This design comes from an exercise in tuning for a short achievable clock period and few clock cycles on the open sky130 flow, not from production work. At most, simulation tests tie the RTL to the original design; equivalence was not proved. For runs 2 to 5, only the layout was checked, not whether the RTL still works. Power is estimated from default activity; no workload was simulated.

==> design.v <==
module ALU (
	input [63:0] base,
	input [8:0] imm,
	output [63:0] addr
);
	wire [8:0] lp = base[8:0] ^ imm;
	wire [8:0] lg = base[8:0] & imm;
	wire [8:0] a1, b1, a2, b2, a3, b3, c;
	genvar i;
	generate
		for (i = 0; i < 9; i = i + 1) begin : lo
			if (i >= 1) PreI c1 (lg[i], lp[i], lg[i-1], lp[i-1], a1[i], b1[i]);
			else begin assign a1[i] = ~lg[i]; assign b1[i] = ~lp[i]; end
			if (i >= 2) PreN c2 (a1[i], b1[i], a1[i-2], b1[i-2], a2[i], b2[i]);
			else begin assign a2[i] = ~a1[i]; assign b2[i] = ~b1[i]; end
			if (i >= 4) PreI c3 (a2[i], b2[i], a2[i-4], b2[i-4], a3[i], b3[i]);
			else begin assign a3[i] = ~a2[i]; assign b3[i] = ~b2[i]; end
			if (i >= 8) GenN c4 (a3[i], b3[i], a3[i-8], c[i]);
			else assign c[i] = ~a3[i];
		end
	endgenerate
	wire [8:0] lo_sum = lp ^ {c[7:0], 1'b0};
	wire c9 = c[8];
	wire [54:0] hi = base[63:9];
	wire [54:0] o0 = hi, z0 = ~hi;
	wire [54:0] o1, z1, o2, z2, o3, z3, o4, z4, o5, z5, o6, z6;
	generate
		for (i = 0; i < 55; i = i + 1) begin : pre
			if (i >= 1) begin AndI ao1 (o0[i], o0[i-1], o1[i]); AndI az1 (z0[i], z0[i-1], z1[i]); end
			else begin assign o1[i] = ~o0[i]; assign z1[i] = ~z0[i]; end
			if (i >= 2) begin AndN ao2 (o1[i], o1[i-2], o2[i]); AndN az2 (z1[i], z1[i-2], z2[i]); end
			else begin assign o2[i] = ~o1[i]; assign z2[i] = ~z1[i]; end
			if (i >= 4) begin AndI ao3 (o2[i], o2[i-4], o3[i]); AndI az3 (z2[i], z2[i-4], z3[i]); end
			else begin assign o3[i] = ~o2[i]; assign z3[i] = ~z2[i]; end
			if (i >= 8) begin AndN ao4 (o3[i], o3[i-8], o4[i]); AndN az4 (z3[i], z3[i-8], z4[i]); end
			else begin assign o4[i] = ~o3[i]; assign z4[i] = ~z3[i]; end
			if (i >= 16) begin AndI ao5 (o4[i], o4[i-16], o5[i]); AndI az5 (z4[i], z4[i-16], z5[i]); end
			else begin assign o5[i] = ~o4[i]; assign z5[i] = ~z4[i]; end
			if (i >= 32) begin AndN ao6 (o5[i], o5[i-32], o6[i]); AndN az6 (z5[i], z5[i-32], z6[i]); end
			else begin assign o6[i] = ~o5[i]; assign z6[i] = ~z5[i]; end
		end
	endgenerate
	wire [54:0] ones = {o6[53:0], 1'b1};
	wire [54:0] zeros = {z6[53:0], 1'b1};
	wire up = c9 & ~imm[8];
	wire down = ~c9 & imm[8];
	assign addr = {hi ^ (({55{up}} & ones) | ({55{down}} & zeros)), lo_sum};
endmodule
module ALUControl (
	input [63:0] a,
	input [63:0] b,       
	input [63:0] braw,    
	input cin,
	input add,
	input and_,
	input orr,
	output z
);
	wire [63:0] p = a ^ b;
	wire [63:0] g = a | b;
	wire [63:0] bad = {p[63:1] ^ g[62:0], p[0] ^ cin};
	wire nz_add, nz_and, nz_orr;
	SignExtend t_add (.v(bad), .nz(nz_add));
	SignExtend t_and (.v(a & braw), .nz(nz_and));
	SignExtend t_orr (.v(a | braw), .nz(nz_orr));
	assign z = (add & ~nz_add) | (and_ & ~nz_and) | (orr & ~nz_orr);
endmodule
module Adder (
	input [63:0] a,
	input [63:0] b,
	input cin,
	output [63:0] sum,
	output [63:0] sumn
);
	wire [63:0] p = a ^ b;
	wire [63:0] g0 = {a[62:0] & b[62:0], cin};
	wire [63:0] p0 = {p[62:0], 1'b0};
	wire [63:0] g1, p1, g2, p2, g3, p3, g4, p4, g5, p5, g6;
	genvar i;
	generate
		for (i = 0; i < 64; i = i + 1) begin : l
			if (i >= 1) PreI c1 (g0[i], p0[i], g0[i-1], p0[i-1], g1[i], p1[i]);
			else begin assign g1[i] = ~g0[i]; assign p1[i] = ~p0[i]; end
			if (i >= 2) PreN c2 (g1[i], p1[i], g1[i-2], p1[i-2], g2[i], p2[i]);
			else begin assign g2[i] = ~g1[i]; assign p2[i] = ~p1[i]; end
			if (i >= 4) PreI c3 (g2[i], p2[i], g2[i-4], p2[i-4], g3[i], p3[i]);
			else begin assign g3[i] = ~g2[i]; assign p3[i] = ~p2[i]; end
			if (i >= 8) PreN c4 (g3[i], p3[i], g3[i-8], p3[i-8], g4[i], p4[i]);
			else begin assign g4[i] = ~g3[i]; assign p4[i] = ~p3[i]; end
			if (i >= 16) PreI c5 (g4[i], p4[i], g4[i-16], p4[i-16], g5[i], p5[i]);
			else begin assign g5[i] = ~g4[i]; assign p5[i] = ~p4[i]; end
			if (i >= 32) GenN c6 (g5[i], p5[i], g5[i-32], g6[i]);
			else assign g6[i] = ~g5[i];
		end
	endgenerate
	assign sum = p ^ g6;
	assign sumn = ~p ^ g6;
endmodule
module ControlUnit (
	input [31:0] inst,
	input [9:0] pc,
	input dwr,              
	input [4:0] d_rd,
	input d_zok,            
	input x_wr,
	input [4:0] x_rd,
	input w_wr,
	input [4:0] w_rd,
	input w_z,
	input [30:0] zf,
	output t0,
	output ta,
	output tb,
	output stall,
	output cbz_d,           
	output [9:0] q_t,
	output [9:0] q_nt,
	output [9:0] tgt_cbz
);
	wire isB = inst[31:26] == 6'b000101;
	wire isCBZ = inst[31:24] == 8'hB4;
	wire isLDST = (inst[31:23] == 9'b111110000) & ~inst[21];    
	wire [4:0] rn = inst[9:5];
	wire [4:0] rt = inst[4:0];
	wire rt31 = rt == 5'd31;
	wire xt = dwr & (d_rd == rt);
	wire wt = x_wr & (x_rd == rt);
	wire w2t = w_wr & (w_rd == rt);
	wire zrf = rt31 | zf[rt];
	wire e = rt31 | (~xt & ~wt & (w2t ? w_z : zrf));
	assign t0 = isB | (isCBZ & e);
	assign ta = isCBZ & xt & d_zok;
	assign tb = isCBZ & ~xt & wt;
	assign cbz_d = isCBZ & ~rt31 & xt & ~d_zok;
	assign stall = isLDST & dwr & (d_rd == rn);
	wire [9:0] tgtB, tgtC;
	ProgramCounter add_b (.a(pc), .b(inst[9:0]), .sum(tgtB));
	ProgramCounter add_c (.a(pc), .b(inst[14:5]), .sum(tgtC));
	wire [9:0] seq = pc + 10'd1;
	assign tgt_cbz = tgtC;
	assign q_t = stall ? pc : isB ? tgtB : tgtC;
	assign q_nt = stall ? pc : seq;
endmodule
module DataMemoryMUX (
	input [63:0] a,
	input [63:0] b,
	input add,            
	input sub,
	input and_,
	input orr,
	output z
);
	wire [63:0] p = a ^ b;
	wire [63:0] g = (a | b) & {64{~sub}};
	wire [63:0] bad = {p[63:1] ^ g[62:0], p[0]};
	wire nz_as, nz_and, nz_orr;
	SignExtend t_as (.v(bad), .nz(nz_as));
	SignExtend t_and (.v(a & b), .nz(nz_and));
	SignExtend t_orr (.v(a | b), .nz(nz_orr));
	assign z = (add & ~nz_as) | (and_ & ~nz_and) | (orr & ~nz_orr);
endmodule
module MEMWB (
	input CLOCK,
	input [63:0] d,
	output reg [63:0] q
);
	always @(posedge CLOCK)
		q <= d;
endmodule
module ProgramCounter (
	input [9:0] a,
	input [9:0] b,
	output [9:0] sum
);
	wire [9:0] p = a ^ b;
	wire [9:0] g = a & b;
	wire [9:0] g1, p1, g2, p2, g3, p3, c;
	genvar i;
	generate
		for (i = 0; i < 10; i = i + 1) begin : l
			if (i >= 1) PreI c1 (g[i], p[i], g[i-1], p[i-1], g1[i], p1[i]);
			else begin assign g1[i] = ~g[i]; assign p1[i] = ~p[i]; end
			if (i >= 2) PreN c2 (g1[i], p1[i], g1[i-2], p1[i-2], g2[i], p2[i]);
			else begin assign g2[i] = ~g1[i]; assign p2[i] = ~p1[i]; end
			if (i >= 4) PreI c3 (g2[i], p2[i], g2[i-4], p2[i-4], g3[i], p3[i]);
			else begin assign g3[i] = ~g2[i]; assign p3[i] = ~p2[i]; end
			if (i >= 8) GenN c4 (g3[i], p3[i], g3[i-8], c[i]);
			else assign c[i] = ~g3[i];
		end
	endgenerate
	assign sum = p ^ {c[8:0], 1'b0};
endmodule
module ProgramCounterMUX (
	input [9:0] q_t,
	input [9:0] q_nt,
	input [9:0] d_tgt,
	input t0,
	input ta,
	input tb,
	input r1,               
	input stall,
	input d_zv,
	input x_zalu,
	input x_isLD,
	input x_ldz,
	output [9:0] pc_next,
	output d_valid_next
);
	wire xz = x_zalu | (x_isLD & x_ldz);
	wire take = t0 | (ta & d_zv) | (tb & xz);
	wire red = r1 & xz;
	assign pc_next = red ? d_tgt : take ? q_t : q_nt;
	assign d_valid_next = ~red & ~stall;
endmodule
module RegisterModule (
	input [31*64-1:0] regs,
	input [4:0] sel,
	output [63:0] q
);
	wire [63:0] e [0:31];
	genvar i;
	generate
		for (i = 0; i < 31; i = i + 1) begin : ent
			assign e[i] = regs[i*64 +: 64];
		end
	endgenerate
	assign e[31] = 64'b0;
	wire [63:0] m1 [0:7];
	wire [63:0] m2 [0:1];
	generate
		for (i = 0; i < 8; i = i + 1) begin : l1
			assign m1[i] = sel[1] ? (sel[0] ? e[4*i+3] : e[4*i+2]) : (sel[0] ? e[4*i+1] : e[4*i]);
		end
		for (i = 0; i < 2; i = i + 1) begin : l2
			assign m2[i] = sel[3] ? (sel[2] ? m1[4*i+3] : m1[4*i+2]) : (sel[2] ? m1[4*i+1] : m1[4*i]);
		end
	endgenerate
	assign q = sel[4] ? m2[1] : m2[0];
endmodule
module PreI (input g1, input p1, input g0, input p0, output gn, output pn);
	assign gn = ~(g1 | (p1 & g0));
	assign pn = ~(p1 & p0);
endmodule
module PreN (input gn1, input pn1, input gn0, input pn0, output g, output p);
	assign g = ~(gn1 & (pn1 | gn0));
	assign p = ~(pn1 | pn0);
endmodule
module GenI (input g1, input p1, input g0, output gn);
	assign gn = ~(g1 | (p1 & g0));
endmodule
module GenN (input gn1, input pn1, input gn0, output g);
	assign g = ~(gn1 & (pn1 | gn0));
endmodule
module AndI (input a1, input a0, output yn);
	assign yn = ~(a1 & a0);
endmodule
module AndN (input an1, input an0, output y);
	assign y = ~(an1 | an0);
endmodule
module SignExtend (
	input [63:0] v,
	output nz
);
	wire [31:0] l1;
	wire [15:0] l2;
	wire [7:0] l3;
	wire [3:0] l4;
	wire [1:0] l5;
	genvar i;
	generate
		for (i = 0; i < 32; i = i + 1) begin : a
			AndN c (v[2*i], v[2*i+1], l1[i]);         
		end
		for (i = 0; i < 16; i = i + 1) begin : b
			AndI c (l1[2*i], l1[2*i+1], l2[i]);       
		end
		for (i = 0; i < 8; i = i + 1) begin : c
			AndN c (l2[2*i], l2[2*i+1], l3[i]);
		end
		for (i = 0; i < 4; i = i + 1) begin : d
			AndI c (l3[2*i], l3[2*i+1], l4[i]);
		end
		for (i = 0; i < 2; i = i + 1) begin : e
			AndN c (l4[2*i], l4[2*i+1], l5[i]);
		end
	endgenerate
	AndI f (l5[0], l5[1], nz);
endmodule
module ARMLEG (
	input CLOCK,
	input RESET,
	output [63:0] imem_addr,
	input [31:0] imem_data,
	output [63:0] dmem_addr,
	output [63:0] dmem_wdata,
	output dmem_we,
	output dmem_re,
	input [63:0] dmem_rdata
);
	integer i;
	reg [9:0] pc;
	reg d_valid;
	reg d_isLD, d_isST, d_add, d_sub, d_and, d_orr, d_cbz, d_wr;
	reg [4:0] d_rd;
	reg [63:0] d_vn, d_vb;          
	reg d_xa, d_wa, d_w2a, d_ra;    
	reg d_xb, d_wb, d_w2b, d_rb;    
	reg d_xa_add, d_xa_and, d_xa_orr, d_xa_ld;    
	reg d_xb_add, d_xb_and, d_xb_orr, d_xb_ld, d_xb_addp, d_xb_addn;
	reg [8:0] d_imm;
	reg [9:0] d_tgt;
	reg d_zok;
	reg x_isLD, x_isST, x_add, x_and, x_orr, x_sub, x_wr;
	reg [4:0] x_rd;
	reg [63:0] x_a, x_b, x_bi, x_addr;
	reg w_wr, w2_wr;
	reg [4:0] w_rd, w2_rd;
	reg [63:0] w_res, w2_res;
	reg w_z;
	wire [63:0] w_data;    
	reg [63:0] rf [0:30];
	reg [30:0] zf;
	wire [63:0] x_sum, x_sumn;
	Adder alu_add (.a(x_a), .b(x_bi), .cin(x_sub), .sum(x_sum), .sumn(x_sumn));
	wire [63:0] x_andv = x_a & x_b;
	wire [63:0] x_orv = x_a | x_b;
	wire [63:0] x_out = ({64{x_isLD}} & dmem_rdata) | ({64{x_and}} & x_andv) |
	                    ({64{x_orr}} & x_orv) | ({64{x_add}} & x_sum);
	wire x_zalu, rdata_nz;
	ALUControl zt_alu (.a(x_a), .b(x_bi), .braw(x_b), .cin(x_sub), .add(x_add), .and_(x_and), .orr(x_orr), .z(x_zalu));
	SignExtend zt_ld (.v(dmem_rdata), .nz(rdata_nz));
	wire x_ldz = ~rdata_nz;
	wire x_z = x_zalu | (x_isLD & x_ldz);
	assign dmem_addr = x_addr;
	assign dmem_wdata = x_b;
	assign dmem_we = x_isST;
	assign dmem_re = x_isLD;
	MEMWB w_copy (.CLOCK(CLOCK), .d(x_out), .q(w_data));
	wire [63:0] va = ({64{d_wa}} & w_res) | ({64{d_w2a}} & w2_res) | ({64{d_ra}} & d_vn);
	wire [63:0] vb = ({64{d_wb}} & w_res) | ({64{d_w2b}} & w2_res) | ({64{d_rb}} & d_vb);
	wire [63:0] sub64 = {64{d_sub}};
	wire [63:0] opa = ({64{d_xa_add}} & x_sum) | ({64{d_xa_and}} & x_andv) |
	                  ({64{d_xa_orr}} & x_orv) | ({64{d_xa_ld}} & dmem_rdata) | ({64{~d_xa}} & va);
	wire [63:0] opb_early = ({64{d_xb_and}} & x_andv) | ({64{d_xb_orr}} & x_orv) |
	                        ({64{d_xb_ld}} & dmem_rdata) | ({64{~d_xb}} & vb);
	wire [63:0] opbi_early = ({64{d_xb_and}} & (x_andv ^ sub64)) | ({64{d_xb_orr}} & (x_orv ^ sub64)) |
	                         ({64{d_xb_ld}} & (dmem_rdata ^ sub64)) | ({64{~d_xb}} & (vb ^ sub64));
	wire [63:0] opb = opb_early | ({64{d_xb_add}} & x_sum);
	wire [63:0] opbi = opbi_early | ({64{d_xb_addp}} & x_sum) | ({64{d_xb_addn}} & x_sumn);
	wire [63:0] addr;
	ALU agu (.base(va), .imm(d_imm), .addr(addr));
	wire d_zv;
	DataMemoryMUX zt_d (.a(d_vn), .b(d_vb), .add(d_add), .sub(d_sub), .and_(d_and), .orr(d_orr), .z(d_zv));
	assign imem_addr = {52'b0, pc, 2'b00};
	wire [31:0] inst = imem_data;
	wire [10:0] op11 = inst[31:21];
	wire f_isB   = inst[31:26] == 6'b000101;
	wire f_isCBZ = inst[31:24] == 8'hB4;
	wire f_isADD = op11 == 11'h458;
	wire f_isSUB = op11 == 11'h658;
	wire f_isAND = op11 == 11'h450;
	wire f_isORR = op11 == 11'h550;
	wire f_isLD  = op11 == 11'h7C2;
	wire f_isST  = op11 == 11'h7C0;
	wire f_isR   = f_isADD | f_isSUB | f_isAND | f_isORR;
	wire [4:0] f_rn = inst[9:5];
	wire [4:0] f_rm = inst[20:16];
	wire [4:0] f_rt = inst[4:0];
	wire [4:0] f_rb = inst[28] ? f_rt : f_rm;
	wire f_rt31 = f_rt == 5'd31;
	wire [31*64-1:0] rf_flat;
	genvar gi;
	generate
		for (gi = 0; gi < 31; gi = gi + 1) begin : rff
			assign rf_flat[gi*64 +: 64] = rf[gi];
		end
	endgenerate
	wire [63:0] f_vn, f_vb;
	RegisterModule rd_n (.regs(rf_flat), .sel(f_rn), .q(f_vn));
	RegisterModule rd_b (.regs(rf_flat), .sel(f_rb), .q(f_vb));
	wire dwr = d_valid & d_wr;
	wire f_xa = dwr & (d_rd == f_rn);
	wire f_wa = x_wr & (x_rd == f_rn);
	wire f_w2a = w_wr & (w_rd == f_rn);
	wire f_xb = dwr & (d_rd == f_rb);
	wire f_wb = x_wr & (x_rd == f_rb);
	wire f_w2b = w_wr & (w_rd == f_rb);
	wire c_t0, c_ta, c_tb, stall, f_cbzD;
	wire [9:0] q_t, q_nt, f_tgtC, pc_next;
	wire dv_next;
	ControlUnit fctl (.inst(inst), .pc(pc), .dwr(dwr), .d_rd(d_rd), .d_zok(d_zok),
		.x_wr(x_wr), .x_rd(x_rd), .w_wr(w_wr), .w_rd(w_rd), .w_z(w_z), .zf(zf),
		.t0(c_t0), .ta(c_ta), .tb(c_tb), .stall(stall), .cbz_d(f_cbzD),
		.q_t(q_t), .q_nt(q_nt), .tgt_cbz(f_tgtC));
	ProgramCounterMUX pc_mux (.q_t(q_t), .q_nt(q_nt), .d_tgt(d_tgt), .t0(c_t0), .ta(c_ta), .tb(c_tb),
		.r1(d_valid & d_cbz), .stall(stall), .d_zv(d_zv), .x_zalu(x_zalu), .x_isLD(x_isLD), .x_ldz(x_ldz),
		.pc_next(pc_next), .d_valid_next(dv_next));
	always @(posedge CLOCK) begin
		if (RESET)
			pc <= 10'd0;
		else
			pc <= pc_next;
		d_valid <= ~RESET & dv_next;
		d_isLD <= f_isLD;
		d_isST <= f_isST;
		d_add <= f_isADD | f_isSUB;
		d_sub <= f_isSUB;
		d_and <= f_isAND;
		d_orr <= f_isORR;
		d_cbz <= f_cbzD;
		d_wr <= (f_isR | f_isLD) & ~f_rt31;
		d_rd <= f_rt;
		d_imm <= inst[20:12];
		d_tgt <= f_tgtC;
		d_vn <= f_vn;
		d_vb <= f_vb;
		d_xa <= f_xa;
		d_wa <= f_wa;
		d_w2a <= f_w2a & ~f_wa;
		d_ra <= ~f_wa & ~f_w2a;
		d_xb <= f_xb;
		d_zok <= (f_isR) & ~f_xa & ~f_wa & ~f_w2a & ~f_xb & ~f_wb & ~f_w2b;
		d_xa_add <= f_xa & d_add;
		d_xa_and <= f_xa & d_and;
		d_xa_orr <= f_xa & d_orr;
		d_xa_ld <= f_xa & d_isLD;
		d_xb_add <= f_xb & d_add;
		d_xb_and <= f_xb & d_and;
		d_xb_orr <= f_xb & d_orr;
		d_xb_ld <= f_xb & d_isLD;
		d_xb_addp <= f_xb & d_add & ~f_isSUB;
		d_xb_addn <= f_xb & d_add & f_isSUB;
		d_wb <= f_wb;
		d_w2b <= f_w2b & ~f_wb;
		d_rb <= ~f_wb & ~f_w2b;
		if (RESET || !d_valid) begin
			x_isLD <= 1'b0;
			x_isST <= 1'b0;
			x_wr <= 1'b0;
		end else begin
			x_isLD <= d_isLD;
			x_isST <= d_isST;
			x_wr <= d_wr;
		end
		x_add <= d_add;
		x_sub <= d_sub;
		x_and <= d_and;
		x_orr <= d_orr;
		x_rd <= d_rd;
		x_a <= opa;
		x_b <= opb;
		x_bi <= opbi;
		x_addr <= addr;
		w_wr <= ~RESET & x_wr;
		w_rd <= x_rd;
		w_res <= x_out;
		w_z <= x_z;
		w2_wr <= ~RESET & w_wr;
		w2_rd <= w_rd;
		w2_res <= w_res;
		if (w_wr) begin
			rf[w_rd] <= w_data;
			zf[w_rd] <= w_z;
		end
	end
endmodule
==> run.sh <==
#!/bin/bash
# synth_recipe.tcl (not shown) runs the flow's synth.tcl, then flattens the netlist and writes it again
# the make line also repeats each setting of config.mk as NAME=value (left out here)
make -C /OpenROAD-flow-scripts/flow DESIGN_CONFIG=/design/flow/config.mk WORK_HOME=/design/flow/orfs CLKGATE_MAP_FILE= SYNTH_SCRIPT=/design/flow/synth_recipe.tcl finish
==> config.mk <==
export PLATFORM = sky130hd
export DESIGN_NAME = ARMLEG
export DESIGN_NICKNAME = ARMLEG
export VERILOG_FILES = /design/flow/design.v
export SDC_FILE = /design/flow/constraint.sdc
export NUM_CORES = 8
export LEC_CHECK = 0
export CAP_MARGIN = 20
export CORE_MARGIN = 2
export CORE_UTILIZATION = 30
export GPL_TIMING_DRIVEN = 1
export SETUP_SLACK_MARGIN = 5
export SLEW_MARGIN = 20
export SYNTH_HIERARCHICAL = 1
==> constraint.sdc <==
create_clock -name core_clock -period 8.0 [get_ports {CLOCK}]
set_input_delay 1.6000 -clock core_clock [delete_from_list [all_inputs] [get_ports {CLOCK}]]
set_output_delay 1.6000 -clock core_clock [all_outputs]
set_load 0.01 [all_outputs]
==> results of run 1 <==
==> metal layers <==
metal	wire length [um]	track usage (%)	part of all wire [%]	vias up
li1	-	-	-	45743
met1	220000	30.5	36	55292
met2	264000	37.1	43	8233
met3	84100	7.83	14	1900
met4	50200	16.7	8.1	32
met5	234	0	0.038	-
==> state kept, by name (all words and copies together), names as in the netlist, 31 cells and up <==
register,cells
w_copy.q,64
x_bi,64
x_a,64
d_vn,64
x_addr,64
zf,31
x_b,64
w_res,64
w2_res,64
rf,1984
d_vb,64
==> worst min-delay path by stage <==
stage / start / endpoint / slack (ns) / cells after the start
after floorplan: w_res[62] / w2_res[62] / 0.35 / 0
after global placement: w_res[43] / w2_res[43] / 0.35 / 0
after detailed placement: w_res[47] / w2_res[47] / 0.36 / 0
after CTS: w_res[20] / w2_res[20] / 0.35 / 0
after global routing: w_res[20] / w2_res[20] / 0.37 / 0
final: w_res[20] / w2_res[20] / 0.35 / 0
==> layout by cell type, fill, tap and decap left out, drive strengths merged, types with 54 or more instances in the layout <==
| cell | instances |
|---|---|
| or2 | 85 |
| a32oi | 64 |
| a211o | 79 |
| nor3 | 246 |
| a222oi | 317 |
| nand2 | 806 |
| o211ai | 112 |
| nor2 | 974 |
| clkinv | 90 |
| dfxtp | 657 |
| xor2 | 172 |
| conb | 54 |
| a221o | 63 |
| mux4 | 263 |
| a21oi | 556 |
| xnor2 | 221 |
| o21ai | 463 |
| inv | 729 |
| mux2i | 1404 |
| o221ai | 306 |
| edfxtp | 2015 |
| ha | 290 |
| buf | 909 |
| clkbuf | 444 |
| a211oi | 112 |
| o22ai | 505 |
| and2 | 71 |
==> report_power, final <==
| group | leakage (nW) | switching, mW | internal, mW |
|---|---|---|---|
| combinational | 31.2 | 4.10 | 2.61 |
| clock | 4.95 | 6.00 | 8.45 |
| sequential | 28.5 | 0.547 | 15.0 |
| total | 64.6 | 10.6 | 26.1 |
==> area by class of cell <==
| type | count | area [sq um] |
|---|---|---|
| Multi-Input combinational cell | 7507 | 64200 |
| Antenna cell | 38 | 95.1 |
| Inverter | 713 | 2830 |
| Timing Repair inverter | 11 | 139 |
| Fill cell | 44065 | 291000 |
| Sequential cell | 2672 | 74400 |
| Tap cell | 6174 | 7720 |
| Clock buffer | 409 | 8420 |
| Clock inverter | 143 | 1690 |
| Timing Repair Buffer | 1042 | 12000 |
==> critical path: stages, from the launching register on <==
cell and delay, ns:
dfxtp_4 0.40, buf_4 0.16, buf_6 0.18, a222oi_1 1.12, inv_1 0.32, inv_1 0.13
nand2_1 0.07, nor2_1 0.13, nand2_1 0.09, nor2_1 0.10, nand2_1 0.08, nor2_1 0.12
a22oi_2 0.08, xnor2_1 0.13
==> per-stage QoR <==
stage	setup slack [ns]	instance area [sq um]	power [mW]	utilization, %
floorplan	4.49	140000	18.8	-
global placement	2.34	148000	20.7	32.0
CTS	4.75	167000	36.0	36.1
finish	4.72	171000	36.7	37.1
global route	4.66	171000	37.5	37.1
detailed placement	2.29	148000	20.8	32.0
==> timing repair <==
| item | CTS | global route |
|---|---|---|
| gates cloned | 81 | 20 |
| buffers inserted | 344 | 182 |
| pin swaps | 176 | 192 |
| endpoints found under the hold margin | 0 | 0 |
| gates resized for setup | 1995 | 526 |
| endpoints found under the setup margin | 1471 | 767 |
==> results_dict.tcl, run 1 <==
set metrics [dict create \
    r2r_setup_slack_ns 4.72 \
    hp-class "flop to flop" \
    dieArea_sq_um 469000 \
    finalSetupViolCount 0 \
    drc 0 \
    ctsHoldBuffers 0 \
    crit_path_end "x_addr[63]" \
    maxCapViolations 0 \
    crit_start "d_ra" \
    ir_drop_mv 0.161 \
    io_pins 292 \
    grt_max_degree 66 \
    port_buffers 237 \
    gp_congestion 0.988 \
    cts_root_buf "clkbuf_16" \
    fin_crit_ns 3.28 \
    tightest_slew_ns 1.33 \
    dp.cells 17489 \
    hpwl_um 349000 \
    rsz0062_at_grt "yes" \
    nets 12634 \
    routedWlPerCell_um 33.1 \
    antenna_found_initial 69 \
    via_count 111200 \
    die_h_um 685 \
    syn2layout_area_growth_pct 23.3 \
    max_freq_mhz 305 \
    p_per_area_nw_per_um2 214 \
    path_class "flop to flop" \
    clk-insertion-delay-late_ns 0.97 \
    drive_gt1_share_pct 26.0 \
    globalRouteOverflowTotal 0 \
    clkTransAtPathRegs_ns 0.06 \
    cp-end-kind "flop" \
    cts_made_buffers 299 \
    fin_worst_skew_ns 0.0712 \
    dieWidth_um 685 \
    rr_startpoint "d_ra" \
    viasPerCell 5.94 \
    slew_headroom_pct 11.2 \
    critPathRequiredTime_ns 8.83 \
    num_rows 250 \
    hold_viol 0 \
    r2r-end "x_addr[63]" \
    clock-sinks 2672 \
    drtPass1Iterations 15 \
    reg2reg_depth 13 \
    start_util_pct 30.1 \
    drt_iter0_markers 19606 \
    grt_pass1_wl_um 826000 \
    wl_um 618000 \
    grt.total_usage_pct 24.8 \
    cp.arrival_ns 4.11 \
    ant_nets 0 \
    first_global_vias 104058 \
    status "timing/DRC/antenna clean" \
    netlist_instances 11665 \
    yosysWarnings 9 \
    p_leak_nw 64.6 \
    cp_max_fo 38 \
    holdWs_ns 0.346 \
    syn_avg_cell_area_sq_um 11.9 \
    htree_levels 5 \
    netlist_area_sq_um 139000 \
    slew_viol_final 0 \
    finalSetupTns_ns 0 \
    core_area_sq_um 463000 \
    cts_tree "built" \
    cp-start-kind "flop" \
    clk_path_buf_depth 4 \
    instances_no_fill 18709 \
    finalCritPeriodShare_pct 41.0 \
]
Testbench counts, summed over its fixed seeds: cycles 121,605.
==> run 2: changes to the inputs <==
--- a/design.v
+++ b/design.v
@@ -3,12 +3,13 @@
 	input [8:0] imm,
 	output [63:0] addr
 );
-	wire [8:0] lp = base[8:0] ^ imm;
-	wire [8:0] lg = base[8:0] & imm;
+	wire [8:0] lp, lg;
 	wire [8:0] a1, b1, a2, b2, a3, b3, c;
 	genvar i;
 	generate
 		for (i = 0; i < 9; i = i + 1) begin : lo
+			Xor2 cp (base[i], imm[i], lp[i]);
+			And2 cg (base[i], imm[i], lg[i]);
 			if (i >= 1) PreI c1 (lg[i], lp[i], lg[i-1], lp[i-1], a1[i], b1[i]);
 			else begin assign a1[i] = ~lg[i]; assign b1[i] = ~lp[i]; end
 			if (i >= 2) PreN c2 (a1[i], b1[i], a1[i-2], b1[i-2], a2[i], b2[i]);
@@ -49,7 +50,6 @@
 module ALUControl (
 	input [63:0] a,
 	input [63:0] b,       
-	input [63:0] braw,    
 	input cin,
 	input add,
 	input and_,
@@ -58,12 +58,11 @@
 );
 	wire [63:0] p = a ^ b;
 	wire [63:0] g = a | b;
-	wire [63:0] bad = {p[63:1] ^ g[62:0], p[0] ^ cin};
-	wire nz_add, nz_and, nz_orr;
-	SignExtend t_add (.v(bad), .nz(nz_add));
-	SignExtend t_and (.v(a & braw), .nz(nz_and));
-	SignExtend t_orr (.v(a | braw), .nz(nz_orr));
-	assign z = (add & ~nz_add) | (and_ & ~nz_and) | (orr & ~nz_orr);
+	wire [63:0] bad_add = {p[63:1] ^ g[62:0], p[0] ^ cin};
+	wire [63:0] bad = ({64{add}} & bad_add) | ({64{and_}} & (a & b)) | ({64{orr}} & g);
+	wire nz;
+	SignExtend t (.v(bad), .nz(nz));
+	assign z = (add | and_ | orr) & ~nz;
 endmodule
 module Adder (
 	input [63:0] a,
@@ -72,11 +71,17 @@
 	output [63:0] sum,
 	output [63:0] sumn
 );
-	wire [63:0] p = a ^ b;
-	wire [63:0] g0 = {a[62:0] & b[62:0], cin};
+	wire [63:0] p, g;
+	genvar i;
+	generate
+		for (i = 0; i < 64; i = i + 1) begin : pg
+			Xor2 cp (a[i], b[i], p[i]);
+			And2 cg (a[i], b[i], g[i]);
+		end
+	endgenerate
+	wire [63:0] g0 = {g[62:0], cin};
 	wire [63:0] p0 = {p[62:0], 1'b0};
 	wire [63:0] g1, p1, g2, p2, g3, p3, g4, p4, g5, p5, g6;
-	genvar i;
 	generate
 		for (i = 0; i < 64; i = i + 1) begin : l
 			if (i >= 1) PreI c1 (g0[i], p0[i], g0[i-1], p0[i-1], g1[i], p1[i]);
@@ -93,8 +98,12 @@
 			else assign g6[i] = ~g5[i];
 		end
 	endgenerate
-	assign sum = p ^ g6;
-	assign sumn = ~p ^ g6;
+	generate
+		for (i = 0; i < 64; i = i + 1) begin : s
+			Xor2 cs (p[i], g6[i], sum[i]);
+			Xnor2 cn (p[i], g6[i], sumn[i]);
+		end
+	endgenerate
 endmodule
 module ControlUnit (
 	input [31:0] inst,
@@ -152,12 +161,52 @@
 );
 	wire [63:0] p = a ^ b;
 	wire [63:0] g = (a | b) & {64{~sub}};
-	wire [63:0] bad = {p[63:1] ^ g[62:0], p[0]};
-	wire nz_as, nz_and, nz_orr;
-	SignExtend t_as (.v(bad), .nz(nz_as));
-	SignExtend t_and (.v(a & b), .nz(nz_and));
-	SignExtend t_orr (.v(a | b), .nz(nz_orr));
-	assign z = (add & ~nz_as) | (and_ & ~nz_and) | (orr & ~nz_orr);
+	wire [63:0] bad_as = {p[63:1] ^ g[62:0], p[0]};
+	wire [63:0] bad = ({64{add}} & bad_as) | ({64{and_}} & (a & b)) | ({64{orr}} & (a | b));
+	wire nz;
+	SignExtend t (.v(bad), .nz(nz));
+	assign z = (add | and_ | orr) & ~nz;
+endmodule
+module ForwardingUnitALUMuxA (
+	input s0, input [63:0] d0,
+	input s1, input [63:0] d1,
+	input s2, input [63:0] d2,
+	output [63:0] y
+);
+	wire [63:0] n0, n1, n2;
+	genvar i;
+	generate
+		for (i = 0; i < 64; i = i + 1) begin : b
+			AndI c0 (s0, d0[i], n0[i]);
+			AndI c1 (s1, d1[i], n1[i]);
+			AndI c2 (s2, d2[i], n2[i]);
+			Nand3 o (n0[i], n1[i], n2[i], y[i]);
+		end
+	endgenerate
+endmodule
+module ForwardingUnitALUMuxB (
+	input e0s, input [63:0] e0,
+	input e1s, input [63:0] e1,
+	input e2s, input [63:0] e2,
+	input e3s, input [63:0] e3,
+	input l0s, input [63:0] l0,
+	input l1s, input [63:0] l1,
+	output [63:0] y
+);
+	genvar i;
+	generate
+		for (i = 0; i < 64; i = i + 1) begin : b
+			wire n0, n1, n2, n3, en, m0, m1;
+			AndI c0 (e0s, e0[i], n0);
+			AndI c1 (e1s, e1[i], n1);
+			AndI c2 (e2s, e2[i], n2);
+			AndI c3 (e3s, e3[i], n3);
+			And4 ce (n0, n1, n2, n3, en);      
+			AndI d0 (l0s, l0[i], m0);
+			AndI d1 (l1s, l1[i], m1);
+			Nand3 o (en, m0, m1, y[i]);
+		end
+	endgenerate
 endmodule
 module MEMWB (
 	input CLOCK,
@@ -257,6 +306,21 @@
 module AndN (input an1, input an0, output y);
 	assign y = ~(an1 | an0);
 endmodule
+module Nand3 (input a, input b, input c, output y);
+	assign y = ~(a & b & c);
+endmodule
+module Xor2 (input a, input b, output y);
+	assign y = a ^ b;
+endmodule
+module Xnor2 (input a, input b, output y);
+	assign y = ~(a ^ b);
+endmodule
+module And2 (input a, input b, output y);
+	assign y = a & b;
+endmodule
+module And4 (input a, input b, input c, input d, output y);
+	assign y = a & b & c & d;
+endmodule
 module SignExtend (
 	input [63:0] v,
 	output nz
@@ -306,49 +370,53 @@
 	reg d_xa, d_wa, d_w2a, d_ra;    
 	reg d_xb, d_wb, d_w2b, d_rb;    
 	reg d_xa_add, d_xa_and, d_xa_orr, d_xa_ld;    
-	reg d_xb_add, d_xb_and, d_xb_orr, d_xb_ld, d_xb_addp, d_xb_addn;
+	reg d_xb_and, d_xb_orr, d_xb_ld, d_xb_addp, d_xb_addn;
 	reg [8:0] d_imm;
 	reg [9:0] d_tgt;
 	reg d_zok;
 	reg x_isLD, x_isST, x_add, x_and, x_orr, x_sub, x_wr;
 	reg [4:0] x_rd;
-	reg [63:0] x_a, x_b, x_bi, x_addr;
+	reg [63:0] x_a, x_bi, x_addr;     
 	reg w_wr, w2_wr;
 	reg [4:0] w_rd, w2_rd;
 	reg [63:0] w_res, w2_res;
 	reg w_z;
 	wire [63:0] w_data;    
+	reg [30:0] w_we;       
 	reg [63:0] rf [0:30];
 	reg [30:0] zf;
 	wire [63:0] x_sum, x_sumn;
 	Adder alu_add (.a(x_a), .b(x_bi), .cin(x_sub), .sum(x_sum), .sumn(x_sumn));
-	wire [63:0] x_andv = x_a & x_b;
-	wire [63:0] x_orv = x_a | x_b;
-	wire [63:0] x_out = ({64{x_isLD}} & dmem_rdata) | ({64{x_and}} & x_andv) |
-	                    ({64{x_orr}} & x_orv) | ({64{x_add}} & x_sum);
+	wire [63:0] x_andv = x_a & x_bi;
+	wire [63:0] x_orv = x_a | x_bi;
+	wire [63:0] x_out;
+	ForwardingUnitALUMuxB mux_x (.e0s(x_isLD), .e0(dmem_rdata), .e1s(x_and), .e1(x_andv), .e2s(x_orr), .e2(x_orv),
+		.e3s(1'b0), .e3(64'b0), .l0s(x_add), .l0(x_sum), .l1s(1'b0), .l1(64'b0), .y(x_out));
 	wire x_zalu, rdata_nz;
-	ALUControl zt_alu (.a(x_a), .b(x_bi), .braw(x_b), .cin(x_sub), .add(x_add), .and_(x_and), .orr(x_orr), .z(x_zalu));
+	ALUControl zt_alu (.a(x_a), .b(x_bi), .cin(x_sub), .add(x_add), .and_(x_and), .orr(x_orr), .z(x_zalu));
 	SignExtend zt_ld (.v(dmem_rdata), .nz(rdata_nz));
 	wire x_ldz = ~rdata_nz;
 	wire x_z = x_zalu | (x_isLD & x_ldz);
 	assign dmem_addr = x_addr;
-	assign dmem_wdata = x_b;
+	assign dmem_wdata = x_bi;    
 	assign dmem_we = x_isST;
 	assign dmem_re = x_isLD;
 	MEMWB w_copy (.CLOCK(CLOCK), .d(x_out), .q(w_data));
-	wire [63:0] va = ({64{d_wa}} & w_res) | ({64{d_w2a}} & w2_res) | ({64{d_ra}} & d_vn);
-	wire [63:0] vb = ({64{d_wb}} & w_res) | ({64{d_w2b}} & w2_res) | ({64{d_rb}} & d_vb);
+	wire [63:0] va, vb;
+	ForwardingUnitALUMuxA mux_a (.s0(d_wa), .d0(w_res), .s1(d_w2a), .d1(w2_res), .s2(d_ra), .d2(d_vn), .y(va));
+	ForwardingUnitALUMuxA mux_b (.s0(d_wb), .d0(w_res), .s1(d_w2b), .d1(w2_res), .s2(d_rb), .d2(d_vb), .y(vb));
 	wire [63:0] sub64 = {64{d_sub}};
-	wire [63:0] opa = ({64{d_xa_add}} & x_sum) | ({64{d_xa_and}} & x_andv) |
-	                  ({64{d_xa_orr}} & x_orv) | ({64{d_xa_ld}} & dmem_rdata) | ({64{~d_xa}} & va);
-	wire [63:0] opb_early = ({64{d_xb_and}} & x_andv) | ({64{d_xb_orr}} & x_orv) |
-	                        ({64{d_xb_ld}} & dmem_rdata) | ({64{~d_xb}} & vb);
-	wire [63:0] opbi_early = ({64{d_xb_and}} & (x_andv ^ sub64)) | ({64{d_xb_orr}} & (x_orv ^ sub64)) |
-	                         ({64{d_xb_ld}} & (dmem_rdata ^ sub64)) | ({64{~d_xb}} & (vb ^ sub64));
-	wire [63:0] opb = opb_early | ({64{d_xb_add}} & x_sum);
-	wire [63:0] opbi = opbi_early | ({64{d_xb_addp}} & x_sum) | ({64{d_xb_addn}} & x_sumn);
-	wire [63:0] addr;
-	ALU agu (.base(va), .imm(d_imm), .addr(addr));
+	wire [63:0] opa, opbi;
+	ForwardingUnitALUMuxB mux_opa (.e0s(d_xa_and), .e0(x_andv), .e1s(d_xa_orr), .e1(x_orv), .e2s(d_xa_ld), .e2(dmem_rdata),
+		.e3s(~d_xa), .e3(va), .l0s(d_xa_add), .l0(x_sum), .l1s(1'b0), .l1(64'b0), .y(opa));
+	ForwardingUnitALUMuxB mux_opb (.e0s(d_xb_and), .e0(x_andv ^ sub64), .e1s(d_xb_orr), .e1(x_orv ^ sub64),
+		.e2s(d_xb_ld), .e2(dmem_rdata ^ sub64), .e3s(~d_xb), .e3(vb ^ sub64),
+		.l0s(d_xb_addp), .l0(x_sum), .l1s(d_xb_addn), .l1(x_sumn), .y(opbi));
+	wire [63:0] addr, addr_w, addr_w2, addr_rf;
+	ALU agu_w (.base(w_res), .imm(d_imm), .addr(addr_w));
+	ALU agu_w2 (.base(w2_res), .imm(d_imm), .addr(addr_w2));
+	ALU agu_rf (.base(d_vn), .imm(d_imm), .addr(addr_rf));
+	ForwardingUnitALUMuxA mux_addr (.s0(d_wa), .d0(addr_w), .s1(d_w2a), .d1(addr_w2), .s2(d_ra), .d2(addr_rf), .y(addr));
 	wire d_zv;
 	DataMemoryMUX zt_d (.a(d_vn), .b(d_vb), .add(d_add), .sub(d_sub), .and_(d_and), .orr(d_orr), .z(d_zv));
 	assign imem_addr = {52'b0, pc, 2'b00};
@@ -424,7 +492,6 @@
 		d_xa_and <= f_xa & d_and;
 		d_xa_orr <= f_xa & d_orr;
 		d_xa_ld <= f_xa & d_isLD;
-		d_xb_add <= f_xb & d_add;
 		d_xb_and <= f_xb & d_and;
 		d_xb_orr <= f_xb & d_orr;
 		d_xb_ld <= f_xb & d_isLD;
@@ -448,7 +515,6 @@
 		x_orr <= d_orr;
 		x_rd <= d_rd;
 		x_a <= opa;
-		x_b <= opb;
 		x_bi <= opbi;
 		x_addr <= addr;
 		w_wr <= ~RESET & x_wr;
@@ -458,9 +524,12 @@
 		w2_wr <= ~RESET & w_wr;
 		w2_rd <= w_rd;
 		w2_res <= w_res;
-		if (w_wr) begin
-			rf[w_rd] <= w_data;
-			zf[w_rd] <= w_z;
-		end
+		for (i = 0; i < 31; i = i + 1)
+			w_we[i] <= ~RESET & x_wr & (x_rd == i);
+		for (i = 0; i < 31; i = i + 1)
+			if (w_we[i]) begin
+				rf[i] <= w_data;
+				zf[i] <= w_z;
+			end
 	end
 endmodule
==> results_dict.tcl, run 2 <==
set metrics [dict create \
    hpwl_um 423000 \
    finalCritPeriodShare_pct 40.3 \
    fin_crit_ns 3.22 \
    p_per_area_nw_per_um2 216 \
    layout_common_cells "nand2_1, edfxtp_1, mux2i_1, nor2_1, inv_1" \
    cts_tree "built" \
    grt_pass1_wl_um 934000 \
    first_global_vias 117091 \
    clock-sinks 2638 \
    clk_path_buf_depth 4 \
    rsz0062_at_grt "yes" \
    fin_worst_skew_ns 0.0961 \
    critical_path.top_delay_family "flip-flops" \
    finalSetupViolCount 0 \
    ant_nets 0 \
    nets 15497 \
    gp_congestion 1.02 \
    path_buf_inv 1 \
    final_common_cell "nand2_1" \
    dpl-instance-area_sq_um 161000 \
    max_freq_mhz 311 \
    dieWidth_um 710 \
    hold_viol 0 \
    syn_avg_cell_area_sq_um 10.6 \
    status "timing/DRC/antenna clean" \
    viasPerCell 5.65 \
    netlist_instances 14134 \
    largest_reg_flops 1984 \
    netlist_area_sq_um 150000 \
    syn2layout_area_growth_pct 22.4 \
    grt_max_degree 126 \
    dieArea_sq_um 504000 \
    path_class "flop to primary output" \
    path_depth 1 \
    cp-start-kind "flop" \
    drt_iter0_markers 17207 \
    final_util_pct 36.8 \
    p_leak_nw 66.9 \
    cp_slowest_cell "dfxtp_4" \
    via_count 124624 \
    io_pins 292 \
    cts_made_buffers 287 \
    ctsHoldBuffers 0 \
    cts_root_buf "clkbuf_16" \
    start_util_pct 30.1 \
    drc 0 \
    reg2reg_depth 17 \
    drtPass1Iterations 28 \
    tightest_slew_ns 1.29 \
    routedWlPerCell_um 31.7 \
    finalSetupTns_ns 0 \
    port_buffers 237 \
    slew_headroom_pct 14.2 \
    cp-end-kind "primary output" \
    core_area_sq_um 497000 \
    hold_path_depth 0 \
    ir_drop_mv 0.170 \
    hp-class "flop to flop" \
    n_fill_cell 48640 \
    clk-insertion-delay-late_ns 1.01 \
    globalRouteOverflowTotal 0 \
    antenna_found_initial 68 \
    maxCapViolations 0 \
    slowest_delay_ns 0.43 \
    cp.arrival_ns 1.62 \
    grt.total_usage_pct 26.2 \
    slew_viol_final 0 \
    wl_um 698000 \
    critPathRequiredTime_ns 6.40 \
    final_area_sq_um 183000 \
    htree_levels 5 \
    drive_gt1_share_pct 21.1 \
    cp_max_fo 3 \
    clkTransAtPathRegs_ns 0.06 \
    num_rows 259 \
    yosysWarnings 10 \
    crit_chain "buf_6" \
    die_h_um 710 \
    largest_register "rf" \
]
run 2: final timing paths:
kind	from	end	slack, ns
worst max-delay path	x_isLD	dmem_re	4.78
worst min-delay path	w_res[1]	w2_res[1]	0.40
worst max register to register	d_sub	pc[4]	4.91
worst min register to register	w_res[1]	w2_res[1]	0.40
run 2: cell type report:
cell class	count	area (sq um)	area share, %
multi-input cells	10569	77200	42.2
flip-flops and latches	2638	73800	40.3
repair buffers	896	11000	6.03
well taps	6655	8330	4.55
clock buffers	378	7850	4.29
inverters	710	2900	1.58
clock inverters	143	1730	0.943
repair inverters	14	140	0.0766
diodes	38	95.1	0.0520
run 2: timing repair:
item | CTS | global route
endpoints found under the setup margin | 569 | 441
pin swaps | 71 | 155
setup buffers | 204 | 150
gates cloned | 75 | 27
gates resized for setup | 1896 | 554
run 2: where the power goes:
part | switching (mW) | internal, mW
sequential | 1.02 | 15.2
clock | 5.94 | 7.97
combinational | 5.87 | 3.57
run 2: per-stage QoR:
step | cells | hold WS, ns | worst slack, ns | power, mW
2_1_floorplan | 14571 | 0.362 | 4.55 | 20.6
3_3_place_gp | 21025 | 0.387 | 2.30 | 23.7
3_5_place_dp | 21026 | 0.389 | 2.29 | 23.8
4_1_cts | 21826 | 0.397 | 4.76 | 38.5
5_1_grt | 22016 | 0.411 | 4.77 | 40.5
6_report | 22041 | 0.399 | 4.78 | 39.6
run 2: metal layers:
metal | wire length [um] | vias up | global-route usage [%]
met5 | 141 | - | 0
met4 | 61000 | 22 | 18.4
met2 | 301000 | 8260 | 40.2
met3 | 82600 | 2100 | 6.98
met1 | 253000 | 61696 | 32.0
li1 | - | 52546 | -
run 2: worst register-to-register path, cell delays in order, from the launching register on:
cell	delay (ns)
dfxtp_4	0.35
buf_12	0.16
buf_16	0.22
o21a_1	0.19
o21ai_1	0.13
o211ai_1	0.11
nor2_1	0.16
nand2_1	0.13
nor2_4	0.27
nand2_2	0.14
nor2_2	0.12
nand2_2	0.12
nor2_4	0.18
a221oi_4	0.10
buf_6	0.17
mux2i_1	0.16
a21oi_1	0.08
nor2b_1	0.13
==> run 3: changes to the inputs <==
--- a/design.v
+++ b/design.v
@@ -377,6 +377,7 @@
 	reg x_isLD, x_isST, x_add, x_and, x_orr, x_sub, x_wr;
 	reg [4:0] x_rd;
 	reg [63:0] x_a, x_bi, x_addr;     
+	wire [63:0] x_wd;                 
 	reg w_wr, w2_wr;
 	reg [4:0] w_rd, w2_rd;
 	reg [63:0] w_res, w2_res;
@@ -398,7 +399,7 @@
 	wire x_ldz = ~rdata_nz;
 	wire x_z = x_zalu | (x_isLD & x_ldz);
 	assign dmem_addr = x_addr;
-	assign dmem_wdata = x_bi;    
+	assign dmem_wdata = x_wd;
 	assign dmem_we = x_isST;
 	assign dmem_re = x_isLD;
 	MEMWB w_copy (.CLOCK(CLOCK), .d(x_out), .q(w_data));
@@ -412,6 +413,7 @@
 	ForwardingUnitALUMuxB mux_opb (.e0s(d_xb_and), .e0(x_andv ^ sub64), .e1s(d_xb_orr), .e1(x_orv ^ sub64),
 		.e2s(d_xb_ld), .e2(dmem_rdata ^ sub64), .e3s(~d_xb), .e3(vb ^ sub64),
 		.l0s(d_xb_addp), .l0(x_sum), .l1s(d_xb_addn), .l1(x_sumn), .y(opbi));
+	MEMWB wd_copy (.CLOCK(CLOCK), .d(opbi), .q(x_wd));    
 	wire [63:0] addr, addr_w, addr_w2, addr_rf;
 	ALU agu_w (.base(w_res), .imm(d_imm), .addr(addr_w));
 	ALU agu_w2 (.base(w2_res), .imm(d_imm), .addr(addr_w2));
==> flow/run.sh (new file) <==
#!/bin/bash
# Layout flow: the standard synthesis, unchanged, then the standard ORFS
# steps with two settings changed:
#  - ports are buffered with a plain buffer (by default the port buffering
#    picks a delay cell, which the footprint-bound sizing then mostly keeps);
#  - the resizer may swap a cell for one of the same function with another
#    footprint.
# Each step's output is kept in a log of its own here.
set -euo pipefail
bash standard.sh synth > synth.log 2>&1
bash standard.sh "BUFFER_PORTS_ARGS=-buffer_cell sky130_fd_sc_hd__buf_6" MATCH_CELL_FOOTPRINT=0 finish > layout.log 2>&1
==> standard.sh (new file) <==
#!/bin/bash
# synth_recipe.tcl (not shown) runs the flow's synth.tcl, then flattens the netlist and writes it again
# the make line also repeats each setting of config.mk as NAME=value (left out here)
make -C /OpenROAD-flow-scripts/flow DESIGN_CONFIG=/design/flow/config.mk WORK_HOME=/design/flow/orfs CLKGATE_MAP_FILE= SYNTH_SCRIPT=/design/flow/synth_recipe.tcl "${@:-finish}"
removed: run.sh
==> results_dict.tcl, run 3 <==
set metrics [dict create \
    gp_congestion 1.03 \
    cp_slowest_cell "o221ai_1" \
    grt_pass1_wl_um 932000 \
    ant_nets 0 \
    first_global_vias 117360 \
    hp-class "flop to flop" \
    layout_common_cells "nand2_1, edfxtp_1, mux2i_1, nor2_1, inv_1" \
    dieWidth_um 713 \
    final_common_cell "nand2_1" \
    internal_power_mw 26.9 \
    cp_max_fo 56 \
    rr_startpoint "x_add" \
    r2r_setup_slack_ns 4.82 \
    p_sw_mw 12.9 \
    antenna_found_initial 58 \
    crit_chain "buf_8 -> mux2i_4 -> buf_12 -> clkinv_16 -> nand2b_4 -> buf_12 -> o221ai_1 -> o211ai_1 -> a211oi_2" \
    largest_reg_flops 1984 \
    dpl-instance-area_sq_um 162000 \
    path_class "input port to flop" \
    nets 15426 \
    drtPass1Iterations 6 \
    power_frac_seq_pct 41.8 \
    num_rows 260 \
    crit_start "imem_data[28]" \
    core_area_sq_um 501000 \
    dieArea_sq_um 508000 \
    syn_avg_cell_area_sq_um 10.6 \
    clk_path_buf_depth 4 \
    syn2layout_area_growth_pct 20.6 \
    rsz0062_at_grt "yes" \
    die_h_um 713 \
    totalPowerFinal_mw 39.9 \
    yosysWarnings 10 \
    swShare_pct 32.5 \
    p_leak_nw 66.1 \
    hold_viol 0 \
    drc 0 \
    finalSetupTns_ns 0 \
    final_area_sq_um 182000 \
    reg2reg_depth 15 \
    holdPathEnd "w2_res[63]" \
    slowest_delay_ns 0.42 \
    fin_crit_ns 3.25 \
    clkTransAtPathRegs_ns 0.06 \
    start_util_pct 30.1 \
    port_buffers 237 \
    grt_max_degree 121 \
    hpwl_um 429000 \
    netlist_instances 14198 \
    netlist_area_sq_um 151000 \
    finalSetupViolCount 0 \
    final_util_pct 36.3 \
    cts_tree "built" \
    maxCapViolations 0 \
    r2r-end "pc[0]" \
    clkPwrFrac_pct 35.5 \
    holdWs_ns 0.400 \
    cp-start-kind "input port" \
    htree_levels 5 \
    fin_worst_skew_ns 0.100 \
    tightest_slew_ns 1.25 \
    cts_root_buf "clkbuf_16" \
    p_per_area_nw_per_um2 219 \
    finalCritPeriodShare_pct 40.6 \
    io_pins 292 \
    routedWlPerCell_um 31.5 \
    slew_viol_final 0 \
    critical_path.top_delay_family "compound AO/OA/AOI/OAI gates" \
    max_freq_mhz 308 \
    path_buf_inv 4 \
    path_depth 9 \
    ir_drop_mv 0.159 \
    wl_um 693000 \
    n_fill_cell 49119 \
    p_comb_share_pct 22.7 \
    drt_iter0_markers 16650 \
    cts_made_buffers 295 \
    critPathRequiredTime_ns 8.81 \
    hold_path_depth 0 \
    cp.arrival_ns 4.06 \
    largest_register "rf" \
    cp-end-kind "flop" \
    clock-sinks 2702 \
    grt.total_usage_pct 25.8 \
    via_count 124010 \
    cp_common_cell "buf_12" \
    clk-insertion-delay-late_ns 0.99 \
    slew_headroom_pct 16.9 \
    min_from "w_res[63]" \
    status "timing/DRC/antenna clean" \
    globalRouteOverflowTotal 0 \
    drive_gt1_share_pct 20.6 \
    viasPerCell 5.64 \
]
## run 3: power groups by stage
| stage | Sequential, mW | Clock (mW) | Combinational (mW) |
|---|---|---|---|
| 6_report | 16.7 | 14.2 | 9.03 |
| 3_3_place_gp | 16.8 | 0 | 7.46 |
| 2_1_floorplan | 16.3 | 0 | 4.68 |
| 3_5_place_dp | 16.8 | 0 | 7.49 |
| 4_1_cts | 16.6 | 14.2 | 8.26 |
| 5_1_grt | 16.7 | 14.8 | 9.33 |
## run 3: worst max path at each step
stage	to	slack, ns
floorplan	pc[2]	4.55
global placement	d_vn[8]	2.80
detailed placement	d_vn[8]	2.80
CTS	dmem_re	4.78
global route	dmem_re	4.83
finish	d_vb[28]	4.75
## run 3: layout make-up
| type | instances | area [sq um] | share of cell area (%) |
|---|---|---|---|
| Sequential cell | 2702 | 75300 | 41.4 |
| Clock buffer | 386 | 8160 | 4.49 |
| Clock inverter | 156 | 1650 | 0.909 |
| Timing Repair inverter | 8 | 82.6 | 0.0454 |
| Tap cell | 6681 | 8360 | 4.60 |
| Multi-Input combinational cell | 10567 | 76100 | 41.8 |
| Inverter | 710 | 2840 | 1.56 |
| Timing Repair Buffer | 761 | 9320 | 5.12 |
| Antenna cell | 31 | 77.6 | 0.0427 |
## run 3: metrics by stage
step,setup slack (ns),cells
2_1_floorplan,4.55,14635
3_3_place_gp,2.80,21110
3_5_place_dp,2.80,21111
4_1_cts,4.78,21828
5_1_grt,4.83,21979
6_report,4.75,22002
## run 3: layer usage
layer	vias to the layer above	global-route usage, %	wire, um
met5	-	0	440
met2	8002	39.7	301000
met3	1920	6.67	80100
met4	14	17.9	58300
li1	52448	-	-
met1	61626	31.6	253000
## run 3: timing repair
| item | 4_1_cts | 5_1_grt |
|---|---|---|
| resized for setup | 934 | 578 |
| cloned | 62 | 17 |
| setup endpoints to repair | 558 | 413 |
| pin swaps | 50 | 110 |
| hold buffers | 0 | 0 |
| hold endpoints to repair | 0 | 0 |
| buffers inserted | 113 | 125 |
==> run 4: changes to the inputs <==
--- a/design.v
+++ b/design.v
@@ -59,10 +59,11 @@
 	wire [63:0] p = a ^ b;
 	wire [63:0] g = a | b;
 	wire [63:0] bad_add = {p[63:1] ^ g[62:0], p[0] ^ cin};
-	wire [63:0] bad = ({64{add}} & bad_add) | ({64{and_}} & (a & b)) | ({64{orr}} & g);
-	wire nz;
-	SignExtend t (.v(bad), .nz(nz));
-	assign z = (add | and_ | orr) & ~nz;
+	wire nz_add, nz_and, nz_orr;
+	SignExtend t_add (.v(bad_add), .nz(nz_add));
+	SignExtend t_and (.v(a & b), .nz(nz_and));
+	SignExtend t_orr (.v(g), .nz(nz_orr));
+	assign z = (add & ~nz_add) | (and_ & ~nz_and) | (orr & ~nz_orr);
 endmodule
 module Adder (
 	input [63:0] a,
@@ -160,12 +161,14 @@
 	output z
 );
 	wire [63:0] p = a ^ b;
-	wire [63:0] g = (a | b) & {64{~sub}};
-	wire [63:0] bad_as = {p[63:1] ^ g[62:0], p[0]};
-	wire [63:0] bad = ({64{add}} & bad_as) | ({64{and_}} & (a & b)) | ({64{orr}} & (a | b));
-	wire nz;
-	SignExtend t (.v(bad), .nz(nz));
-	assign z = (add | and_ | orr) & ~nz;
+	wire [63:0] g = a | b;
+	wire [63:0] bad_add = {p[63:1] ^ g[62:0], p[0]};
+	wire nz_add, nz_sub, nz_and, nz_orr;
+	SignExtend t_add (.v(bad_add), .nz(nz_add));
+	SignExtend t_sub (.v(p), .nz(nz_sub));
+	SignExtend t_and (.v(a & b), .nz(nz_and));
+	SignExtend t_orr (.v(g), .nz(nz_orr));
+	assign z = (add & ~nz_add) | (sub & ~nz_sub) | (and_ & ~nz_and) | (orr & ~nz_orr);
 endmodule
 module ForwardingUnitALUMuxA (
 	input s0, input [63:0] d0,
@@ -420,7 +423,7 @@
 	ALU agu_rf (.base(d_vn), .imm(d_imm), .addr(addr_rf));
 	ForwardingUnitALUMuxA mux_addr (.s0(d_wa), .d0(addr_w), .s1(d_w2a), .d1(addr_w2), .s2(d_ra), .d2(addr_rf), .y(addr));
 	wire d_zv;
-	DataMemoryMUX zt_d (.a(d_vn), .b(d_vb), .add(d_add), .sub(d_sub), .and_(d_and), .orr(d_orr), .z(d_zv));
+	DataMemoryMUX zt_d (.a(d_vn), .b(d_vb), .add(d_add & ~d_sub), .sub(d_sub), .and_(d_and), .orr(d_orr), .z(d_zv));
 	assign imem_addr = {52'b0, pc, 2'b00};
 	wire [31:0] inst = imem_data;
 	wire [10:0] op11 = inst[31:21];
==> results_dict.tcl, run 4 <==
set metrics [dict create \
    slew_viol_final 0 \
    status "timing/DRC/antenna clean" \
    path_depth 1 \
    r2r-end "pc[3]" \
    dieArea_sq_um 504000 \
    finalSetupViolCount 0 \
    holdPathEnd "x_add" \
    fin_worst_skew_ns 0.115 \
    clkTransAtPathRegs_ns 0.06 \
    antenna_found_initial 57 \
    critical_path.top_delay_family "flip-flops" \
    cp-start-kind "flop" \
    cp-end-kind "primary output" \
    die_h_um 710 \
    syn_avg_cell_area_sq_um 10.5 \
    io_pins 292 \
    clock-sinks 2702 \
    routedWlPerCell_um 30.8 \
    clk-insertion-delay-late_ns 1.01 \
    dieWidth_um 710 \
    grt_pass1_wl_um 907000 \
    layout_common_cells "nand2_1, edfxtp_1, mux2i_1, nor2_1, inv_1" \
    max_freq_mhz 316 \
    path_buf_inv 1 \
    drive_gt1_share_pct 19.5 \
    largest_register "rf" \
    cts_root_buf "clkbuf_16" \
    cts_tree "built" \
    clk_path_buf_depth 4 \
    final_util_pct 36.2 \
    viasPerCell 5.55 \
    hpwl_um 424000 \
    finalSetupTns_ns 0 \
    cts_made_buffers 290 \
    tightest_slew_ns 1.28 \
    critPathRequiredTime_ns 6.40 \
    holdWs_ns 0.378 \
    num_rows 259 \
    cp_slowest_cell "dfxtp_4" \
    final_common_cell "nand2_1" \
    r2r_setup_slack_ns 4.92 \
    nets 15407 \
    cp_max_fo 2 \
    start_util_pct 30.1 \
    rsz0062_at_grt "yes" \
    rr_startpoint "x_a[15]" \
    ir_drop_mv 0.185 \
    finalCritPeriodShare_pct 39.6 \
    htree_levels 5 \
    wl_um 676000 \
    via_count 121853 \
    yosysWarnings 10 \
    fin_crit_ns 3.17 \
    grt.total_usage_pct 25.4 \
    min_from "d_add" \
    p_per_area_nw_per_um2 222 \
    reg2reg_depth 18 \
    place_ws_ns 2.72 \
    totalPowerFinal_mw 40.0 \
    slowest_delay_ns 0.46 \
    gp_congestion 1.01 \
    cp.arrival_ns 1.57 \
    crit_chain "buf_6" \
    globalRouteOverflowTotal 0 \
    hold_viol 0 \
    hp-class "flop to flop" \
    maxCapViolations 0 \
    largest_reg_flops 1984 \
    slew_headroom_pct 14.7 \
    core_area_sq_um 497000 \
    drtPass1Iterations 30 \
    port_buffers 237 \
    hold_path_depth 0 \
    netlist_instances 14209 \
    fin_ws_ns 4.83 \
    p_leak_nw 65.6 \
    ant_nets 0 \
    first_global_vias 115569 \
    netlist_area_sq_um 150000 \
    path_class "flop to primary output" \
    grt_max_degree 99 \
    syn2layout_area_growth_pct 20.2 \
    drt_iter0_markers 16853 \
    drc 0 \
]
## run 4: worst max path at each step
stage,start,end,slack (ns)
2_1_floorplan,imem_data[1],pc[2],4.55
3_3_place_gp,imem_data[28],d_vb[51],2.68
3_5_place_dp,imem_data[28],d_vb[41],2.72
4_1_cts,x_isLD,dmem_re,4.77
5_1_grt,x_isLD,dmem_re,4.80
6_report,x_isLD,dmem_re,4.83
## run 4: timing repair
| action | 4_1_cts | 5_1_grt |
|---|---|---|
| setup endpoints to repair | 566 | 408 |
| pin swaps | 68 | 75 |
| resized for setup | 1117 | 325 |
| hold buffers | 0 | 0 |
| buffers inserted | 120 | 62 |
| gates cloned | 53 | 17 |
## run 4: stage by stage
stage | std cells | cell area [sq um]
CTS | 21842 | 177000
floorplan | 14646 | 152000
detailed placement | 21136 | 161000
global route | 21927 | 180000
global placement | 21136 | 161000
finish | 21950 | 180000
## run 4: where the power goes
| part | switching (mW) | internal (mW) |
|---|---|---|
| logic | 5.69 | 3.28 |
| clock network | 6.05 | 8.22 |
| registers | 1.13 | 15.6 |
## run 4: layout make-up
class / instances / area [sq um]
repair inverters: 7 / 61.3
well taps: 6655 / 8330
fillers: 48963 / 317000
multi-input cells: 10499 / 74500
repair buffers: 686 / 8400
clock inverters: 151 / 1750
clock buffers: 382 / 8100
diodes: 28 / 70.1
inverters: 840 / 3320
flip-flops and latches: 2702 / 75200
## run 4: metal layers
| metal | vias to the layer above | track usage (%) | part of all wire (%) |
|---|---|---|---|
| li1 | 51838 | - | - |
| met1 | 60289 | 31.0 | 36 |
| met2 | 7813 | 39.5 | 44 |
| met3 | 1899 | 6.20 | 11 |
| met4 | 14 | 18.1 | 8.6 |
| met5 | - | 0 | 0.014 |
==> run 5: changes to the inputs <==
==> flow/run.sh (replaced) <==
#!/bin/bash
# Layout flow: the standard synthesis, unchanged, then the standard ORFS
# steps with these settings changed:
#  - ports are buffered with a plain buffer (by default the port buffering
#    picks a delay cell, which the footprint-bound sizing then mostly keeps);
#  - the resizer may swap a cell for one of the same function with another
#    footprint;
set -euo pipefail
bash standard.sh synth > synth.log 2>&1
bash standard.sh "BUFFER_PORTS_ARGS=-buffer_cell sky130_fd_sc_hd__buf_6" MATCH_CELL_FOOTPRINT=0 SETUP_SLACK_MARGIN=5.3 finish > layout.log 2>&1
==> results_dict.tcl, run 5 <==
set metrics [dict create \
    status "timing/DRC/antenna clean" \
    final_area_sq_um 194000 \
    slew_viol_final 0 \
    start_util_pct 30.1 \
    ctsHoldBuffers 0 \
    holdWs_ns 0.345 \
    hpwl_um 415000 \
    grt_pass1_wl_um 947000 \
    instances_no_fill 22549 \
    cp-end-kind "primary output" \
    r2r_setup_slack_ns 4.92 \
    num_rows 259 \
    cp_slowest_cell "dfxtp_4" \
    wl_um 721000 \
    syn_avg_cell_area_sq_um 10.5 \
    min_from "d_add" \
    p_leak_nw 71.0 \
    dieWidth_um 710 \
    cp_max_fo 2 \
    finalSetupTns_ns 0 \
    netlist_area_sq_um 150000 \
    dp.cells 21123 \
    htree_levels 5 \
    crit_chain "buf_8" \
    nets 16019 \
    cts_tree "built" \
    slowest_delay_ns 0.44 \
    grt_max_degree 107 \
    path_class "flop to primary output" \
    port_buffers 237 \
    antenna_found_initial 53 \
    tightest_slew_ns 1.24 \
    ant_nets 0 \
    clock-sinks 2702 \
    finalCritPeriodShare_pct 39.9 \
    cts_made_buffers 293 \
    dieArea_sq_um 504000 \
    hold_viol 0 \
    first_global_vias 119214 \
    die_h_um 710 \
    slew_headroom_pct 17.2 \
    drtPass1Iterations 27 \
    r2r-end "x_addr[52]" \
    largest_register "rf" \
    critical_path.top_delay_family "flip-flops" \
    finalSetupViolCount 0 \
    holdPathEnd "x_add" \
    max_freq_mhz 313 \
    critPathRequiredTime_ns 6.40 \
    cts_root_buf "clkbuf_16" \
    rsz0062_at_grt "yes" \
    yosysWarnings 10 \
    via_count 127813 \
    cp.arrival_ns 1.59 \
    globalRouteOverflowTotal 0 \
    crit_start "x_isLD" \
    drive_gt1_share_pct 26.8 \
    clk-insertion-delay-late_ns 1.01 \
    clkTransAtPathRegs_ns 0.06 \
    io_pins 292 \
    largest_reg_flops 1984 \
    ir_drop_mv 0.172 \
    dpl-instance-area_sq_um 161000 \
    rr_startpoint "d_imm[6]" \
    drc 0 \
    drt_iter0_markers 18683 \
    fin_crit_ns 3.19 \
    core_area_sq_um 497000 \
    p_per_area_nw_per_um2 218 \
    cp-start-kind "flop" \
    routedWlPerCell_um 32.0 \
    gp_congestion 1.02 \
    maxCapViolations 0 \
    grt.total_usage_pct 26.7 \
    hold_path_depth 0 \
    path_buf_inv 1 \
    layout_common_cells "nand2_1, edfxtp_1, mux2i_1, nor2_1, inv_1" \
    hp-class "flop to flop" \
    viasPerCell 5.67 \
    syn2layout_area_growth_pct 29.7 \
    final_util_pct 39.0 \
    reg2reg_depth 15 \
    fin_worst_skew_ns 0.0820 \
    final_common_cell "nand2_1" \
    netlist_instances 14209 \
    clk_path_buf_depth 4 \
]
## run 5: per-stage QoR
| stage | setup slack, ns | power (mW) |
|---|---|---|
| after detailed placement | 2.85 | 24.3 |
| after CTS | 4.76 | 40.5 |
| after global routing | 4.80 | 43.2 |
| after global placement | 2.82 | 24.3 |
| after floorplan | 4.55 | 21.2 |
| final | 4.81 | 42.3 |
## run 5: metal layers
metal,routed length [um],share of wire [%],GRT usage (%)
met3,93700,13,7.19
met1,255000,35,32.9
met2,306000,42,40.2
met5,122,0.017,0
met4,66300,9.2,19.2
## run 5: cell type report
type / instances / area (sq um)
fill: 47437 / 303000
multi-input combinational: 10501 / 80300
sequential: 2702 / 75400
timing repair buffer: 1282 / 16300
tap: 6655 / 8330
clock buffer: 376 / 8090
inverter: 840 / 3390
clock inverter: 155 / 1800
timing repair inverter: 18 / 263
antenna: 20 / 50.0
## run 5: how the worst max path moves through the flow
stage / endpoint / slack, ns / cells past startpoint
after floorplan: pc[2] / 4.55 / 11
after global placement: d_vb[60] / 2.82 / 9
after detailed placement: d_vb[60] / 2.85 / 9
after CTS: dmem_re / 4.76 / 1
after global routing: dmem_re / 4.80 / 1
final: dmem_re / 4.81 / 1
## run 5: repair_timing
action | CTS | global route
buffers inserted | 369 | 329
gates cloned | 135 | 42
endpoints found under the setup margin | 621 | 505
pin swaps | 281 | 449
resized for setup | 1773 | 1048
## run 5: power by group
group          switching (mW)  total, mW  internal [mW]
registers                1.09       16.7           15.6
clock network            6.19       14.3           8.16
logic                    6.72       11.2           4.52

separate check: timing with driven ports:
No port has a modelled driver above. Below, the same layouts with a new extraction and two added sets of constraints.
Step 1, drivers: a clkbuf_16 drives CLOCK and a buf_2 each remaining input, both assumed.
Step 2 times the ports against the registers' clock, not the clock port: input delays grow and output delays shrink by t, the midpoint of the rising clock arrivals with the driver on.
Slacks: ideal ports / drivers / drivers and shift; pairs: ideal ports / drivers.
| run | t (ns) | setup slack, ns | worst setup path after step 2 | slew at the worst register clock pin (ns) | cell pins on the clock port's net |
|---|---|---|---|---|---|
| run 1 | 1.043 | 4.722 / 4.633 / 3.590 | input to register | 0.07 / 0.07 | 1 |
| run 2 | 1.079 | 4.780 / 4.662 / 3.826 | input to register | 0.08 / 0.08 | 1 |
| run 3 | 1.056 | 4.751 / 4.743 / 3.759 | input to register | 0.08 / 0.08 | 1 |
| run 4 | 1.088 | 4.835 / 4.701 / 3.844 | input to register | 0.07 / 0.07 | 1 |
| run 5 | 1.087 | 4.806 / 4.676 / 3.861 | input to register | 0.08 / 0.08 | 1 |
After both steps every run listed still meets setup and hold. For run 1, which loses most, drivers alone change the setup slack by -0.089 ns; drivers and shift together by -1.132 ns.
